Context: an optimization exercise on an open-source flow, tuned for small area. The choices shown serve that exercise and are no tape-out recipe. Only simulation tests tie the RTL to the original design; equivalence was not proved. Power and IR drop assume default switching activity.

// flash_bus_controller
module flash_bus_controller #(
	parameter PERIOD			= 8,
	parameter NUM_OF_CHIPS 			= 4,
	parameter OP_WIDTH			= 5,
	parameter BUS_ADDR_WIDTH		= 40,
	parameter LENGTH_WIDTH			= 15
)
(
	input 	i_clk,
	input 	i_rst,
	output reg				o_busy,		 
	input 	[OP_WIDTH-1:0] 			i_operation,	 
	input 	[log2(NUM_OF_CHIPS)-1:0]	i_chip,		 
	input 	[BUS_ADDR_WIDTH-1:0] 		i_addr,		 
	input 	[LENGTH_WIDTH-1:0]		i_length,	 
	input 					i_start,	 
        output  [LENGTH_WIDTH-1:0]              o_sample_count,  
        output	[NUM_OF_CHIPS-1:0] 		o_chip_ready,	 
	output	[NUM_OF_CHIPS-1:0] 		o_chip_result,	 
	output	[NUM_OF_CHIPS-1:0] 		o_chip_exists,	 
        input [15:0] i_adc_sample_fifo_data,
        input        i_adc_sample_fifo_almost_empty,
        input        i_adc_sample_fifo_empty,
        output       o_adc_sample_fifo_re,
        input        i_adc_sample_fifo_valid,
	output [12:0] o_wr_buffer_addr,
	input  [15:0] i_wr_buffer_data,
	output [12:0] o_rd_buffer_addr,
	output [15:0] o_rd_buffer_data,
	output	      o_rd_buffer_we,
	input 	[7:0] 		  i_bus_data,
	output	[7:0]	 	  o_bus_data,
	output		 	  o_bus_data_tri_n,
	output			  o_bus_we_n,
	output			  o_bus_re_n,
	output [NUM_OF_CHIPS-1:0] o_bus_ces_n,
	output			  o_bus_cle,
	output			  o_bus_ale
);
function integer log2;
	input integer value;
begin
	if (value <= 2) begin
		log2 = 1;
	end else begin
		for (log2 = 0; value > 1; log2 = log2 + 1)
			value = value >> 1;
	end
end
endfunction
	localparam S_RESET = 4'd0;
	localparam S_SU0   = 4'd1;
	localparam S_SU1   = 4'd2;
	localparam S_IDLE  = 4'd3;
  ...
For scale: ~710 cells after synthesis, roughly 7500 um^2 of cells after synthesis.
export LEC_CHECK = 0
export CAP_MARGIN = 20
export CORE_MARGIN = 2
export CORE_UTILIZATION = 40
export SLEW_MARGIN = 20
create_clock -name core_clock -period 8.0 [get_ports {i_clk}]
standard.sh (not shown) runs the stock make flow with config.mk's settings and CLKGATE_MAP_FILE= SYNTH_SCRIPT=/design/flow/synth_recipe.tcl, a recipe that flattens the netlist after the stock synthesis.
==> flow/flow/run.sh <==
#!/bin/bash
# Own layout flow: the standard synthesis unchanged; its combinational
# cells re-mapped for area (flip-flops untouched, equivalence proved); then
# the standard ORFS steps with minimum-size port buffers and a CTS without
# dummy loads. If a layout attempt fails (e.g. a routing fault), the layout
# is redone from the floorplan at a lower utilization.
set -uo pipefail
WORK=$(pwd)
R=$WORK/orfs/results/$FLOW_PLATFORM/flash_bus_controller/base
mkdir -p "$WORK/resyn_logs"
bash standard.sh synth > synth_tool.log 2>&1 || exit 1
bash flow/resyn.sh "$R" "$WORK/resyn_logs" > resyn_tool.log 2>&1 || exit 1
n=0
for util in 86 78 65 58; do
  n=$((n+1))
  if bash standard.sh \
      "CORE_UTILIZATION=$util" \
      "BUFFER_PORTS_ARGS=-buffer_cell sky130_fd_sc_hd__buf_1" \
      "CTS_ARGS=-sink_clustering_enable -repair_clock_nets -dont_use_dummy_load -buf_list {sky130_fd_sc_hd__clkbuf_4 sky130_fd_sc_hd__clkbuf_8}" \
      finish > layout_tool_try$n.log 2>&1; then
    exit 0
  fi
  # keep the failed attempt's logs, then clear every result after synthesis
  mkdir -p "$WORK/failed_try$n"
  cp -r "$WORK/orfs/logs" "$WORK/failed_try$n/" 2>/dev/null || true
  find "$R" -maxdepth 1 -name '[2-6]_*' -exec rm -rf {} +
  rm -f "$R/route.guide" "$R/updated_clks.sdc" "$R/clock_period.txt.bak" "$WORK/out/final.def"
  find "$WORK/orfs/logs/$FLOW_PLATFORM/flash_bus_controller/base" -maxdepth 1 -name '[2-6]_*' -exec rm -f {} +
  find "$WORK/orfs/reports/$FLOW_PLATFORM/flash_bus_controller/base" -maxdepth 1 -name '[2-6]_*' -exec rm -f {} +
done
exit 1
Other scripts of this flow, unchanged in this note and not shown: flow/flow/abc1.script, flow/flow/abc2.script, flow/flow/cutff.py, flow/flow/resyn.sh
The baseline went through all stages and came out clean.
==> next run, changes <==
--- a/flow/flow/run.sh
+++ b/flow/flow/run.sh
@@ -12,5 +12,5 @@
 bash flow/resyn.sh "$R" "$WORK/resyn_logs" > resyn_tool.log 2>&1 || exit 1
 n=0
-for util in 86 78 65 58; do
+for util in 78 65 58 50; do
   n=$((n+1))
   if bash standard.sh \
The new run finished clean.
Global-route usage falls by 14 points.
Design area stays flat.
Power fell by a few percent.
Sequential power barely changes.
Routed wire length falls by about a fifth.
Core utilization is lower by 7.2 points.
Worst hold slack improves by 0.018 ns.
Setup slack loses 0.12 ns.
Sequential share of layout area falls by 0.16 points.
Combinational power goes down by roughly a tenth.
==> next run, changes <==
--- a/flow/flow/run.sh
+++ b/flow/flow/run.sh
@@ -12,5 +12,5 @@
 bash flow/resyn.sh "$R" "$WORK/resyn_logs" > resyn_tool.log 2>&1 || exit 1
 n=0
-for util in 78 65 58 50; do
+for util in 65 58 50 45; do
   n=$((n+1))
   if bash standard.sh \
After rerunning: Wire length went down by about 8%; maximum frequency grows by about 1.1%; die area came out higher by about 20%; design area rises by 1.2%; core utilization came out lower by 15 points.

==> afterwards: timing with drivers on the ports <==
No port has a modelled driver above. Below, the same layouts with a new extraction and two added sets of constraints. Step 1 (the two cells are an assumption about what drives the block):
set clk [get_ports {i_clk}]
set_driving_cell -lib_cell sky130_fd_sc_hd__clkbuf_16 $clk
set_driving_cell -lib_cell sky130_fd_sc_hd__buf_2 [delete_from_list [all_inputs] $clk]
Step 2 adds t to the input delays and takes it off the output delays; t is the mean of the earliest and latest rising clock arrival at the registers after step 1. Input paths then give back, and output paths get back, about the clock's delay inside the block. a / b / c = ideal / step 1 / step 2; a / b = the first two.
run	t, ns	slack for setup (ns)	worst hold slack (ns)	pins driven straight from the clock port
the first run	0.498	3.210 / 3.210 / 3.210	0.456 / 0.456 / 0.456	1
the second run	0.472	3.092 / 3.055 / 3.527	0.474 / 0.474 / 0.474	1
the third run	0.480	3.145 / 3.105 / 2.891	0.461 / 0.461 / 0.461	1
After both steps every run listed still meets setup and hold. For the third run, which loses most, drivers alone change the setup slack by -0.040 ns; drivers and shift together by -0.254 ns.
